This design comes from an exercise in tuning for small area on the open sky130 flow, not from production work.
Function was checked by simulation only, so behaviour that the tests miss may differ from the original.
Power is estimated from default activity; no workload was simulated.

File: design/flow/design.v
`timescale 1ns/1ps
module waveform_generator_v5 #(
    parameter integer DATA_WIDTH    = 16,
    parameter integer IDX_W         = 5,
    parameter integer GAIN_W        = 8,
    parameter integer LUT_ADDR_W    = 6,
    parameter integer PHASE_W       = 16,
    parameter integer STARTUP_DELAY = 0
)(
    input  wire                   clk,
    input  wire                   rst_n,
    input  wire [31:0]            s_axis_tdata,
    input  wire                   s_axis_tvalid,
    output wire                   s_axis_tready,
    output wire                   active_bank_o,
    output wire [31:0]            m_axis_tdata,
    output wire                   m_axis_tvalid,
    input  wire                   m_axis_tready
);
    function [15:0] sine;
        input [5:0] a;
        reg [15:0] r;
    begin
        case (a)
            6'd0: r = 16'h0000;
            6'd1: r = 16'h0c8c;
            6'd2: r = 16'h18f9;
            6'd3: r = 16'h2528;
            6'd4: r = 16'h30fb;
            6'd5: r = 16'h3c56;
            6'd6: r = 16'h471c;
            6'd7: r = 16'h5133;
            6'd8: r = 16'h5a82;
            6'd9: r = 16'h62f1;
            6'd10: r = 16'h6a6d;
            6'd11: r = 16'h70e2;
            6'd12: r = 16'h7641;
            6'd13: r = 16'h7a7c;
            6'd14: r = 16'h7d89;
            6'd15: r = 16'h7f61;
            6'd16: r = 16'h7fff;
            6'd17: r = 16'h7f61;
            6'd18: r = 16'h7d89;
            6'd19: r = 16'h7a7c;
            6'd20: r = 16'h7641;
            6'd21: r = 16'h70e2;
            6'd22: r = 16'h6a6d;
            6'd23: r = 16'h62f1;
            6'd24: r = 16'h5a82;
            6'd25: r = 16'h5133;
            6'd26: r = 16'h471c;
            6'd27: r = 16'h3c56;
            6'd28: r = 16'h30fb;
            6'd29: r = 16'h2528;
            6'd30: r = 16'h18f9;
            6'd31: r = 16'h0c8c;
            6'd32: r = 16'h0000;
            6'd33: r = 16'hf374;
            6'd34: r = 16'he707;
            6'd35: r = 16'hdad8;
            6'd36: r = 16'hcf05;
            6'd37: r = 16'hc3aa;
            6'd38: r = 16'hb8e4;
            6'd39: r = 16'haecd;
            6'd40: r = 16'ha57e;
            6'd41: r = 16'h9d0f;
            6'd42: r = 16'h9593;
            6'd43: r = 16'h8f1e;
            6'd44: r = 16'h89bf;
            6'd45: r = 16'h8584;
            6'd46: r = 16'h8277;
            6'd47: r = 16'h809f;
            6'd48: r = 16'h8001;
            6'd49: r = 16'h809f;
            6'd50: r = 16'h8277;
            6'd51: r = 16'h8584;
            6'd52: r = 16'h89bf;
            6'd53: r = 16'h8f1e;
            6'd54: r = 16'h9593;
            6'd55: r = 16'h9d0f;
            6'd56: r = 16'ha57e;
            6'd57: r = 16'haecd;
            6'd58: r = 16'hb8e4;
            6'd59: r = 16'hc3aa;
            6'd60: r = 16'hcf05;
            6'd61: r = 16'hdad8;
            6'd62: r = 16'he707;
            6'd63: r = 16'hf374;
        endcase
        sine = r;
    end
    endfunction
    function [15:0] pinc;
        input [4:0] a;
        reg [15:0] r;
    begin
        case (a)
            5'd0: r = 16'h0000;
            5'd1: r = 16'h03b7;
            5'd2: r = 16'h076f;
            5'd3: r = 16'h0b26;
            5'd4: r = 16'h0edd;
            5'd5: r = 16'h1295;
            5'd6: r = 16'h164c;
            5'd7: r = 16'h1a03;
            5'd8: r = 16'h1dbb;
            5'd9: r = 16'h2172;
            5'd10: r = 16'h2529;
            5'd11: r = 16'h28e1;
            5'd12: r = 16'h2c98;
            5'd13: r = 16'h304f;
            5'd14: r = 16'h3407;
            5'd15: r = 16'h37be;
            5'd16: r = 16'h3b75;
            5'd17: r = 16'h3f2d;
            5'd18: r = 16'h42e4;
            5'd19: r = 16'h469b;
            5'd20: r = 16'h4a53;
            5'd21: r = 16'h4e0a;
            5'd22: r = 16'h51c1;
            5'd23: r = 16'h5579;
            5'd24: r = 16'h5930;
            5'd25: r = 16'h5ce7;
            5'd26: r = 16'h609f;
            5'd27: r = 16'h6456;
            5'd28: r = 16'h680d;
            5'd29: r = 16'h6bc5;
            5'd30: r = 16'h6f7c;
            5'd31: r = 16'h7333;
        endcase
        pinc = r;
    end
    endfunction
    assign s_axis_tready = 1'b1;
    wire [3:0] cmd = s_axis_tdata[31:28];
    reg we_idx, we_gain, cpend, safe;
    reg        wch;
    reg [2:0]  wtone;
    reg [7:0]  wdata;
    always @(posedge clk or negedge rst_n) begin
        if (!rst_n) begin
            we_idx <= 1'b0; we_gain <= 1'b0; cpend <= 1'b0; safe <= 1'b1;
        end else begin
            we_idx  <= s_axis_tvalid && (cmd == 4'h1);
            we_gain <= s_axis_tvalid && (cmd == 4'h2);
            cpend   <= s_axis_tvalid && (cmd == 4'hF) && safe;
            if (s_axis_tvalid && (cmd == 4'hC)) safe <= s_axis_tdata[0];
        end
    end
    always @(posedge clk) begin
        wch   <= s_axis_tdata[27];
        wtone <= s_axis_tdata[26:24];
        wdata <= s_axis_tdata[7:0];
    end
    reg act, pa;
    always @(posedge clk or negedge rst_n) begin
        if (!rst_n) begin act <= 1'b0; pa <= 1'b0; end
        else begin act <= act ^ cpend; pa <= act; end
    end
    assign active_bank_o = act;
    reg  [2:0] wcnt;
    wire ov = (wcnt == 3'd5);
    reg  vld0, vld1;
    wire cl = ~ov | ~vld1;
    always @(posedge clk or negedge rst_n) begin
        if (!rst_n) wcnt <= 3'd0;
        else if (!ov) wcnt <= wcnt + 3'd1;
    end
    wire [15:0] chsum [0:1];
    genvar c, t;
    generate
        for (c = 0; c < 2; c = c + 1) begin : CH
            wire signed [18:0] y [0:7];
            for (t = 0; t < 8; t = t + 1) begin : TN
                reg [4:0] ix0, ix1;
                reg [7:0] g0, g1;
                wire wsel = (wch == c) && (wtone == t);
                always @(posedge clk or negedge rst_n) begin
                    if (!rst_n) begin
                        ix0 <= 5'd0; ix1 <= 5'd0; g0 <= 8'd0; g1 <= 8'd0;
                    end else begin
                        if (we_idx  && wsel &&  act) ix0 <= wdata[4:0];
                        if (we_idx  && wsel && !act) ix1 <= wdata[4:0];
                        if (we_gain && wsel &&  act) g0  <= wdata;
                        if (we_gain && wsel && !act) g1  <= wdata;
                    end
                end
                wire [4:0] ix = pa ? ix1 : ix0;
                wire signed [7:0] g = pa ? g1 : g0;
                reg [15:0] ph;
                always @(posedge clk or negedge rst_n) begin
                    if (!rst_n) ph <= 16'd0;
                    else if (cl) ph <= ph + pinc(ix);
                end
                reg [5:0] a;
                always @(posedge clk) a <= ph[15:10];
                wire signed [15:0] s = sine(a);
                wire signed [23:0] p = s * g;
                wire signed [23:0] b = p + (p[23] ? 24'sd63 : 24'sd64);
                assign y[t] = {{2{b[23]}}, b[23:7]};
            end
            wire signed [18:0] sum = ((y[0] + y[1]) + (y[2] + y[3])) + ((y[4] + y[5]) + (y[6] + y[7]));
            assign chsum[c] = (sum[18:15] == {4{sum[15]}}) ? sum[15:0] :
                              (sum[18] ? 16'h8000 : 16'h7fff);
        end
    endgenerate
    reg [31:0] d1, d2, d3, d4, d5;
    always @(posedge clk) begin
        if (cl) begin
            d1 <= {chsum[0], chsum[1]};
            d2 <= d1; d3 <= d2; d4 <= d3; d5 <= d4;
        end
    end
    reg [31:0] dat0, dat1;
    wire push = ov & ~vld1;
    wire pop  = vld0 & m_axis_tready;
    always @(posedge clk or negedge rst_n) begin
        if (!rst_n) begin
            vld0 <= 1'b0; vld1 <= 1'b0;
        end else begin
            if (pop) begin
                if (vld1) begin vld0 <= 1'b1; vld1 <= 1'b0; end
                else vld0 <= 1'b0;
            end
            if (push) begin
                if (!vld0 || pop) vld0 <= 1'b1;
                else vld1 <= 1'b1;
            end
        end
    end
    always @(posedge clk) begin
        if (pop && vld1) dat0 <= dat1;
        if (push && (!vld0 || pop)) dat0 <= d5;
        if (push && vld0 && !pop) dat1 <= d5;
    end
    assign m_axis_tdata  = dat0;
    assign m_axis_tvalid = vld0;
endmodule
File: design/flow/run.sh
#!/bin/bash
# synth_recipe.tcl (not shown) runs the flow's synth.tcl, then flattens the netlist and writes it again
# the make line also repeats each setting of config.mk as NAME=value (left out here)
make -C /OpenROAD-flow-scripts/flow DESIGN_CONFIG=/design/flow/config.mk WORK_HOME=/design/flow/orfs CLKGATE_MAP_FILE= SYNTH_SCRIPT=/design/flow/synth_recipe.tcl finish
File: design/flow/config.mk
export PLATFORM = sky130hd
export DESIGN_NAME = waveform_generator_v5
export DESIGN_NICKNAME = waveform_generator_v5
export VERILOG_FILES = /design/flow/design.v
export SDC_FILE = /design/flow/constraint.sdc
export NUM_CORES = 4
export LEC_CHECK = 0
export CAP_MARGIN = 20
export CORE_MARGIN = 2
export CORE_UTILIZATION = 35
export SLEW_MARGIN = 20
File: design/flow/constraint.sdc
create_clock -name core_clock -period 11.0 [get_ports {clk}]
set_input_delay 2.2000 -clock core_clock [delete_from_list [all_inputs] [get_ports {clk}]]
set_output_delay 2.2000 -clock core_clock [all_outputs]
set_load 0.01 [all_outputs]
==> notes.md <==
-- cells by family after synthesis --
family                     count (synthesis)
adders and majority gates               3252
buffers and inverters                   3764
and+or+nand+nor                         6275
DFF                                     1175
xor gates and xnor gates                 857
AOI/OAI and AO/OA                       4350
other                                      1
muxes                                    833
-- how the worst max path moves through the flow --
stage | to | slack, ns | depth (start not counted)
6_report | d1[20] | -1.44 | 54
3_3_place_gp | d1[10] | -1.50 | 46
2_1_floorplan | d1[21] | -0.99 | 54
3_5_place_dp | d1[8] | -1.62 | 46
4_1_cts | d1[17] | -1.20 | 54
5_1_grt | d1[20] | -1.82 | 53
-- timing repair --
| item | 4_1_cts | 5_1_grt |
|---|---|---|
| gates resized for setup | 108 | 136 |
| endpoints found under the hold margin | 0 | 0 |
| pin swaps | 38 | 63 |
| buffers inserted | 74 | 38 |
| setup endpoints to repair | 32 | 32 |
| cloned | 3 | 3 |
-- critical path, delay by kind of cell (launching register included) --
kind                     cells  cell delay, ns
adder cells (fa/ha/maj)     10            4.65
AO/OA/AOI/OAI                4            0.80
flip-flops                   1            0.51
multiplexers                 1            0.18
buffers and inverters       28            3.28
XOR/XNOR                     2            0.35
AND/OR/NAND/NOR              9            2.40
-- power groups by stage --
stage	clock network [W]	logic [W]	registers (W)
after floorplan	0	0.0188	0.00722
after global placement	0	0.0266	0.00798
after detailed placement	0	0.0270	0.00800
after CTS	0.00573	0.0282	0.00791
after global routing	0.00588	0.0326	0.00811
final	0.00554	0.0295	0.00791
-- registers in the layout (all words and copies together), names as in the netlist, 80 cells and up --
register,cells
CH.TN.g0,128
CH.TN.g1,128
CH.TN.ix0,80
CH.TN.ix1,80
CH.TN.ph,256
CH.TN.s,256
-- stage by stage --
| stage | setup WS [ns] | std cells |
|---|---|---|
| global placement | -1.50 | 28400 |
| CTS | -1.20 | 28700 |
| global route | -1.82 | 28800 |
| detailed placement | -1.62 | 28400 |
| floorplan | -0.986 | 20500 |
| finish | -1.44 | 28800 |
-- layout make-up --
cell class / instances / area (µm²) / area share
Multi-Input combinational cell: 15600 / 132000 / 0.648
Sequential cell: 1175 / 29300 / 0.144
Timing Repair Buffer: 2301 / 18100 / 0.0888
Inverter: 2806 / 10500 / 0.0518
Tap cell: 6630 / 8300 / 0.0407
Clock buffer: 211 / 4510 / 0.0221
Clock inverter: 78 / 988 / 0.00485
Antenna cell: 8 / 20.0 / 0.0000983
-- routing by layer --
layer,share of wire,vias up,track usage
met1,0.46,72300,0.260
met5,0.00011,-,0
met4,0.026,8,0.0471
met2,0.46,3638,0.307
met3,0.055,610,0.0225
li1,-,71700,-
-- cells in the final DEF, fill, tap and decap left out, types with 363 or more instances in the layout --
master	n
dfrtp_1	654
nand2_1	1821
and2_1	481
fa_1	1858
nor2b_1	961
nor3_1	363
ha_1	1354
mux2_2	547
inv_1	2773
xnor2_1	581
nor2_1	1408
buf_4	2179
a21oi_1	1236
o21ai_0	1126
==> results.ini <==
[timing]
fin_crit_ns = 12.44
tightest_slew_ns = 1.18
rsz0062_at_grt = yes
post-route-period-util = 1.13
final-hold-violation-count = 0
slew_viol_final = 0
holdWs_ns = 0.392
fmax_mhz = 80.4
skew_ns = 0.0602
slew-limit-headroom = 0.210
setup_ws_ns = -1.44
setup-tns-final_ns = -41.91
setup_viol = 32

[synth]
synth_top_area_frac = 0.215
yosys.area.top_type = fa_1
synth_ff_type = dfrtp_1
postSynth.asyncResetShare = 0.581
synth-simple-area-share = 0.178
synth.distinct_cells = 130
ys_ff_latch = 1175
synth-edff-count = 224
syn_nets = 23800
synth_top_family_by_area = adder cells
synth.area.mux_share = 0.0558
seq_area_frac_synth = 0.168
ys_warn_count = 1
netlist_area_um2 = 174000
syn_avg_cell_area_um2 = 8.47
synth_area_leaders = fa_1, ha_1, dfrtp_1
synth-xor-area-share = 0.0433
synth_fa_ha_area_frac = 0.315
yosysMostFrequentCell = inv_1
yosys-top-cells-count = inv_1, fa_1, nand2_1
synth_cells = 20500
synth-compound-area-share = 0.159

[status]
so.violations = negative setup slack
status = finished with violations

[floorplan]
start_util = 0.352
die_h_um = 709
io_pins = 71
row_count = 258
die_x_um = 709
fp.dieArea_um2 = 502000
core_area_um2 = 494000

[route]
wl_per_cell_um = 16.6
drc = 0
dr.pass1.iters = 8
routed_wl_um = 477000
vias_per_cell = 5.15
route.vias.total = 148000
first_iter_violations = 12000
ant_nets = 0

[power]
finalPower_w = 0.0429
power.switching_w = 0.0203
p_clk_frac = 0.129
seqPwrFrac = 0.184
power_density_nw_per_um2 = 211
internal-power_w = 0.0226
ir_worst_vdd_mv = 0.917
p_sw_frac = 0.473
p_leak_nw = 94.6
combPwrFrac = 0.687

[clock_network]
insertion_delay_ns = 0.91
cts.sinks = 1175
cts_max_level = 4
cts.clk_slew.worst_paths_ns = 0.06
postCtsHoldBufs = 0
ctsRootBufferMaster = clkbuf_16
clk_path_buf_depth = 4
cts_buffers = 158
cts_tree = done

[setup_path]
ff2ff_path_depth = 54
r2r-end = d1[20]
worstSetupEndpointType = flop
startpoint = pa
cp_max_fo = 8
crit_top_cell = buf_4
worstPathRequired_ns = 11.64
max_stage_delay_ns = 0.62
r2r_setup_slack_ns = -1.44
worstSetupPathType = reg -> reg
start_kind = flop
cp_data_arrival_time_ns = 13.08
critPathSlowestCell = fa_1
timing.rr.start = pa

[place]
io_buffer_count = 53
hpwl_um = 367000
dpl_cell_area_um2 = 196000
gp_congestion = 0.893

[global_routing]
grt_overflow = 0
grt_pass1_wl_um = 779000
grt_antenna_before_repair = 16
grt_pass1_vias = 147000
grt_max_degree = 124
grt_use_total = 0.187

[finish]
nFillCells = 49100
postLayoutCoreUtil = 0.412
layout-drive-gt1-share = 0.167
fin_nets = 25300
postLayoutCellArea_um2 = 204000
syn2layout_area_growth_pct = 17.2

[flow_run]
cap_violations = 0

[worst_hold_path]
hp-start = d4[1]
worstHoldPathCells = 0
hold_path_end = d5[1]
hp-class = reg -> reg

[re-timing with driven ports]
In the flow no input, the clock included, has a driving cell. The finished layout below was timed again as built, in two steps. Step 1 sets driving cells, clkbuf_16 on the clock port and buf_2 on the other inputs (assumed; they add their load-dependent delay and slew). Step 2, shift: input delay + t, output delay - t, t = (earliest + latest rising clock arrival at the registers) / 2. This alone moves slack from input paths to output paths. a / b / c = ideal / step 1 / step 2; a / b = the first two.
t, ns: 0.995
setup slack, ns: -1.440 / -1.440 / -1.440
hold WS [ns]: 0.392 / 0.392 / 0.392
slew at the worst register clock pin (ns): 0.08 / 0.08
worst slew at a driven data input, ns: 0.21
The setup slack of this run moves by 0.000 ns with the drivers and by 0.000 ns with both steps.
